Context: an optimization exercise on an open-source flow, tuned for small area, a short achievable clock period and few clock cycles. The choices shown serve that exercise and are no tape-out recipe. Only simulation tests tie the RTL to the original design; equivalence was not proved.

==> inputs of exp/maple <==
// Milestone1
module Milestone1(
		input  logic        CLOCK_50,
		input  logic        Resetn,
		input  logic        start,
		output logic        finish,
		input  logic [15:0] SRAM_read_data,
		output logic [17:0] SRAM_address,
		output logic [15:0] SRAM_write_data,
		output logic        SRAM_we_n
);
clock: 11.5 ns
lec_check: 0
cap_margin: 20
core_margin: 2
core_utilization: 40
slew_margin: 20
synth_hierarchical: 1
synth_minimum_keep_size: 0
run.sh (not shown) runs the stock make flow with config.mk's settings and CLKGATE_MAP_FILE= SYNTH_SCRIPT=/design/flow/synth_recipe.tcl, a recipe that flattens the netlist after the stock synthesis.
==> exp/lagoon (differences from exp/maple) <==
--- a/flow/design.v
+++ b/flow/design.v
@@ -7,39 +7,46 @@
 		output logic        finish,
 		input  logic [15:0] SRAM_read_data,
 		output logic [17:0] SRAM_address,
 		output logic [15:0] SRAM_write_data,
 		output logic        SRAM_we_n
 );
-localparam logic [2:0] S_IDLE = 3'd0, S_PRO = 3'd1, S_RUN = 3'd2, S_DONE = 3'd3;
-logic [2:0]  state;
+localparam logic [1:0] S_IDLE = 2'd0, S_PRO = 2'd1, S_RUN = 2'd2, S_DONE = 2'd3;
+logic [1:0]  state;
 logic [3:0]  ph;         
 logic [6:0]  kcol;       
 logic [15:0] ya;         
 logic [15:0] ua;         
 logic [16:0] rgb;        
 logic [7:0]  wu [0:5];
 logic [7:0]  wv [0:5];
 logic [7:0]  pu, pv;     
-logic [15:0] yw;         
-logic [9:0]  uo, vo;     
+logic [7:0]  ylo;        
+logic [9:0]  vo;         
 logic [7:0]  bbuf;       
-logic        fir_v;
-logic [7:0]  f0, f1, f2, f3, f4, f5;
+wire run   = (state == S_RUN);
+wire pro   = (state == S_PRO);
+wire first = (kcol == 7'd0);
+wire edge_dup = (kcol >= 7'd78);
+logic        fsel_v;     
 logic [8:0]  fp1, fp2, fp3;
+always_ff @(posedge CLOCK_50) begin
+	if (fsel_v) begin
+		fp1 <= {1'b0, wv[2]} + {1'b0, wv[3]};
+		fp2 <= {1'b0, wv[1]} + {1'b0, wv[4]};
+		fp3 <= {1'b0, wv[0]} + {1'b0, wv[5]};
+	end else begin
+		fp1 <= {1'b0, wu[2]} + {1'b0, wu[3]};
+		fp2 <= {1'b0, wu[1]} + {1'b0, wu[4]};
+		fp3 <= {1'b0, wu[0]} + {1'b0, wu[5]};
+	end
+end
+logic [8:0]  fp1n, fp2n, fp3n;
 logic [17:0] fsum;
 logic [9:0]  fout;
 always_comb begin
-	if (fir_v) begin
-		f0 = wv[0]; f1 = wv[1]; f2 = wv[2]; f3 = wv[3]; f4 = wv[4]; f5 = wv[5];
-	end else begin
-		f0 = wu[0]; f1 = wu[1]; f2 = wu[2]; f3 = wu[3]; f4 = wu[4]; f5 = wu[5];
-	end
-	fp1 = {1'b0, f2} + {1'b0, f3};
-	fp2 = {1'b0, f1} + {1'b0, f4};
-	fp3 = {1'b0, f0} + {1'b0, f5};
 	fp1n = ~fp1; fp2n = ~fp2; fp3n = ~fp3;
 	fout = fsum[17:8];
 end
 logic f_1, f_2, f_3, f_4, f_5, f_6, f_7, f_8;
 logic f_9, f_10, f_11, f_12, f_13, f_14, f_15, f_16;
 logic f_17, f_18, f_19, f_20, f_21, f_22, f_23, f_24;
@@ -135,26 +142,20 @@
 m1_fa u_f_135 (.a(f_104), .b(f_105), .c(f_77), .s(f_135), .co(f_136));
 m1_fa u_f_137 (.a(f_106), .b(f_107), .c(f_81), .s(f_137), .co(f_138));
 assign f_139 = ~(f_108 ^ f_109);
 assign f_140 = f_108 | f_109;
 m1_fa u_f_141 (.a(f_110), .b(f_84), .c(fp1[8]), .s(f_141), .co(f_142));
 assign fsum = {1'b1, f_142, f_140, f_138, f_136, f_134, f_132, f_130, f_128, f_126, f_124, f_122, f_120, f_118, f_116, f_114, f_112, f_111} + {1'b0, 1'b1, f_141, f_139, f_137, f_135, f_133, f_131, f_129, f_127, f_125, f_123, f_121, f_119, f_117, f_115, f_113, 1'b1};
-logic        sel_hi, sel_odd;
-logic [7:0]  py;
+logic [7:0]  py, pyn;
 logic [9:0]  xu, xv, xun, xvn;
-logic [7:0]  pyn;
-logic [8:0]  fp1n, fp2n, fp3n;
 logic [27:0] sr, sg, sb;
 logic [7:0]  cr, cg, cb;
 function automatic logic [7:0] clip(input logic [27:0] s);
 	clip = s[27] ? 8'd0 : ((|s[26:24]) ? 8'd255 : s[23:16]);
 endfunction
 always_comb begin
-	py = sel_hi ? yw[15:8] : yw[7:0];
-	xu = sel_odd ? {~uo[9], uo[8:0]} : {2'b10, wu[2]};
-	xv = sel_odd ? {~vo[9], vo[8:0]} : {2'b10, wv[2]};
 	pyn = ~py; xun = ~xu; xvn = ~xv;
 	cr = clip(sr);
 	cg = clip(sg);
 	cb = clip(sb);
 end
 logic csr_1, csr_2, csr_3, csr_4, csr_5, csr_6, csr_7, csr_8;
@@ -533,40 +534,36 @@
 assign csb_143 = ~(csb_98 ^ csb_99);
 assign csb_144 = csb_98 | csb_99;
 m1_ha u_csb_145 (.a(csb_100), .b(xu[7]), .s(csb_145), .co(csb_146));
 assign csb_147 = ~xu[8];
 assign csb_148 = xu[8];
 assign sb = {1'b1, csb_148, csb_146, csb_144, csb_142, csb_140, csb_138, csb_136, csb_134, csb_132, csb_130, csb_128, csb_126, csb_124, csb_122, csb_120, csb_118, csb_116, csb_114, csb_112, csb_110, csb_108, csb_106, csb_104, csb_102, csb_101, xun[1], xun[0]} + {1'b0, xu[9], csb_147, csb_145, csb_143, csb_141, csb_139, csb_137, csb_135, csb_133, csb_131, csb_129, csb_127, csb_125, csb_123, csb_121, csb_119, csb_117, csb_115, csb_113, csb_111, csb_109, csb_107, csb_105, csb_103, xun[0], 1'b0, 1'b1};
-always_comb begin
-	fir_v   = (ph == 4'd2) || (ph == 4'd5);
-	sel_hi  = (ph == 4'd3) || (ph == 4'd6);
-	sel_odd = !sel_hi;
-end
-wire edge_dup = (kcol >= 7'd78);
 always_ff @(posedge CLOCK_50 or negedge Resetn) begin
 	if (!Resetn) begin
 		state     <= S_IDLE;
 		ph        <= 4'd0;
 		kcol      <= 7'd0;
 		ya        <= 16'd0;
 		ua        <= 16'd38400;
 		rgb       <= 17'h03E00;
 		finish    <= 1'b0;
 		SRAM_we_n <= 1'b1;
+		fsel_v    <= 1'b0;
 	end else begin
+		fsel_v <= run && (ph == 4'd0 || ph == 4'd3);
 		case (state)
 		S_IDLE: begin
 			if (start) begin
 				state <= S_PRO;
 				ph    <= 4'd0;
 			end
 		end
 		S_PRO: begin
 			ph <= ph + 4'd1;
 			if (ph == 4'd0 || ph == 4'd4) ua <= ua + 16'd1;
-			if (ph == 4'd5) begin
+			if (ph == 4'd6) begin
 				ya    <= ya + 16'd1;
 				state <= S_RUN;
 				ph    <= 4'd0;
 			end
 		end
 		S_RUN: begin
@@ -596,44 +593,34 @@
 			SRAM_we_n <= 1'b1;
 		end
 		endcase
 	end
 end
 wire [16:0] va = {1'b0, ua} + 17'd19200;
+logic sel_va, sel_ya, sel_rgb;
+always_comb begin
+	sel_va  = (state == S_IDLE) || (pro && ph == 4'd3) ||
+	          (run && (ph == 4'd0 || (ph == 4'd9 && kcol == 7'd79)));
+	sel_ya  = (pro && ph == 4'd6) ||
+	          (run && (ph == 4'd2 || (ph == 4'd9 && kcol != 7'd79)));
+	sel_rgb = run && ph >= 4'd3 && ph <= 4'd8;
+end
 always_ff @(posedge CLOCK_50) begin
-	case (state)
-	S_IDLE: SRAM_address <= {1'b0, va};
-	S_PRO: begin
-		case (ph)
-			4'd0, 4'd4: SRAM_address <= {2'b00, ua};
-			4'd3:       SRAM_address <= {1'b0, va};
-			4'd5:       SRAM_address <= {2'b00, ya};
-			default: ;
-		endcase
-	end
-	S_RUN: begin
-		case (ph)
-			4'd0: SRAM_address <= {1'b0, va};
-			4'd1: SRAM_address <= {2'b00, ua};
-			4'd2: SRAM_address <= {2'b00, ya};
-			4'd9: SRAM_address <= (kcol == 7'd79) ? {1'b0, va} : {2'b00, ya};
-			default: SRAM_address <= {1'b1, rgb};
-		endcase
-	end
-	default: ;
-	endcase
+	if (sel_rgb)     SRAM_address <= {1'b1, rgb};
+	else if (sel_ya) SRAM_address <= {2'b00, ya};
+	else if (sel_va) SRAM_address <= {1'b0, va};
+	else             SRAM_address <= {2'b00, ua};
 end
 logic u_load, u_dup, u_pend, v_load, v_dup, v_pend;
-wire  first = (kcol == 7'd0);
 always_comb begin
-	v_load = (state == S_PRO && ph == 4'd2) || (state == S_RUN && ((first && ph == 4'd0) || (ph == 4'd3 && !edge_dup)));
-	v_dup  = (state == S_PRO && (ph == 4'd3 || ph == 4'd4)) || (state == S_RUN && edge_dup && (ph == 4'd3 || ph == 4'd6));
-	v_pend = (state == S_PRO && ph == 4'd5) || (state == S_RUN && ((first && ph == 4'd1) || (ph == 4'd6 && !edge_dup)));
-	u_load = (state == S_PRO && ph == 4'd3) || (state == S_RUN && ((first && ph == 4'd1) || (ph == 4'd4 && !edge_dup)));
-	u_dup  = (state == S_PRO && (ph == 4'd4 || ph == 4'd5)) || (state == S_RUN && edge_dup && (ph == 4'd4 || ph == 4'd6));
-	u_pend = (state == S_RUN && ((first && (ph == 4'd0 || ph == 4'd2)) || (ph == 4'd6 && !edge_dup)));
+	v_load = (pro && (ph == 4'd2 || ph == 4'd6)) || (run && ph == 4'd3 && !edge_dup);
+	v_dup  = (pro && (ph == 4'd3 || ph == 4'd4)) || (run && edge_dup && (ph == 4'd3 || ph == 4'd6));
+	v_pend = (pro && ph == 4'd5) || (run && ((first && ph == 4'd0) || (ph == 4'd6 && !edge_dup)));
+	u_load = (pro && ph == 4'd3) || (run && ((first && ph == 4'd0) || (ph == 4'd4 && !edge_dup)));
+	u_dup  = (pro && (ph == 4'd4 || ph == 4'd5)) || (run && edge_dup && (ph == 4'd4 || ph == 4'd6));
+	u_pend = (pro && ph == 4'd6) || (run && ((first && ph == 4'd1) || (ph == 4'd6 && !edge_dup)));
 end
 always_ff @(posedge CLOCK_50) begin
 	if (u_load || u_dup || u_pend) begin
 		wu[0] <= wu[1]; wu[1] <= wu[2]; wu[2] <= wu[3]; wu[3] <= wu[4]; wu[4] <= wu[5];
 		if (u_load) wu[5] <= SRAM_read_data[15:8];
 		else if (u_pend) wu[5] <= pu;
@@ -642,24 +629,35 @@
 	if (v_load || v_dup || v_pend) begin
 		wv[0] <= wv[1]; wv[1] <= wv[2]; wv[2] <= wv[3]; wv[3] <= wv[4]; wv[4] <= wv[5];
 		if (v_load) wv[5] <= SRAM_read_data[15:8];
 		else if (v_pend) wv[5] <= pv;
 	end
 	if (v_load) pv <= SRAM_read_data[7:0];
-	if (state == S_RUN && (ph == 4'd2 || ph == 4'd5))
-		yw <= SRAM_read_data;
-	if (state == S_RUN && (ph == 4'd2 || ph == 4'd5)) vo <= fout;
-	if (state == S_RUN && (ph == 4'd3 || ph == 4'd6)) uo <= fout;
-	if (state == S_RUN) begin
-		case (ph)
-			4'd3, 4'd6: begin SRAM_write_data <= {cr, cg}; bbuf <= cb; end
-			4'd4, 4'd7: SRAM_write_data <= {bbuf, cr};
-			4'd5, 4'd8: SRAM_write_data <= {cg, cb};
-			default: ;
-		endcase
-	end
+end
+always_ff @(posedge CLOCK_50) begin
+	if (ph == 4'd2 || ph == 4'd5) ylo <= SRAM_read_data[7:0];
+	if (ph == 4'd2 || ph == 4'd5) vo <= fout;
+	case (ph)
+		4'd2, 4'd5: begin
+			py <= SRAM_read_data[15:8];
+			xu <= {2'b10, wu[2]};
+			xv <= {2'b10, wv[2]};
+		end
+		4'd3, 4'd6: begin
+			py <= ylo;
+			xu <= {~fout[9], fout[8:0]};
+			xv <= {~vo[9], vo[8:0]};
+		end
+		default: ;
+	endcase
+	bbuf <= cb;
+	case (ph)
+		4'd3, 4'd6: SRAM_write_data <= {cr, cg};
+		4'd4, 4'd7: SRAM_write_data <= {bbuf, cr};
+		default:    SRAM_write_data <= {cg, cb};
+	endcase
 end
 endmodule
 module m1_fa(input logic a, input logic b, input logic c, output logic s, output logic co);
 	assign {co, s} = {1'b0, a} + {1'b0, b} + {1'b0, c};
 endmodule
 module m1_ha(input logic a, input logic b, output logic s, output logic co);
==> results.toml <==
[die]
die_y_um = 240
nWellTaps = 748
fp.dieW_um = 240
initial_core_util_pct = 40.4

[run_status]
outcome = "finished clean"

[setup_path]
ff2ff_path_depth = 27

[cells_and_area]
seq_share_pct = 29.6

[logic_synthesis]
synth_compound_area_share_pct = 10.4

[grt]
met3_usage_pct = 2.63

[clock_network]
cts_sinks = 254
# the run above: exp/maple

==> results.toml <==
[run_status]
outcome = "finished clean"

[die]
nWellTaps = 756
die_y_um = 243
initial_core_util_pct = 40.4
fp.dieW_um = 243

[logic_synthesis]
synth_compound_area_share_pct = 9.51

[grt]
met3_usage_pct = 1.72

[cells_and_area]
seq_share_pct = 30.8
# the run above: exp/lagoon

Testbench counts of exp/maple, summed over its fixed seeds: cycles 773,764.
Testbench counts of exp/lagoon, summed over its fixed seeds: cycles 774,724.

==> re-timing with driven ports <==
How much do the figures lean on ideal ports? The routed layouts below were timed once more, with nothing changed but the port constraints. Step 1: set_driving_cell puts a clkbuf_16 on CLOCK_50 and a buf_2 on each other input, an assumption about the parent block. Step 2 adds t to the input delays and takes it off the output delays; t is the mean of the earliest and latest rising clock arrival at the registers after step 1. Input paths then give back, and output paths get back, about the clock's delay inside the block. Three values: no drivers, after step 1, after step 2; two values: the first two.
run	t, ns	setup slack, ns	worst register clock-pin slew, ns	cell pins on the clock port's net
exp/maple	0.608	3.139 / 3.139 / 3.139	0.07 / 0.07	1
exp/lagoon	0.643	5.120 / 5.120 / 5.120	0.08 / 0.08	1
After both steps setup and hold are still met in every run listed.
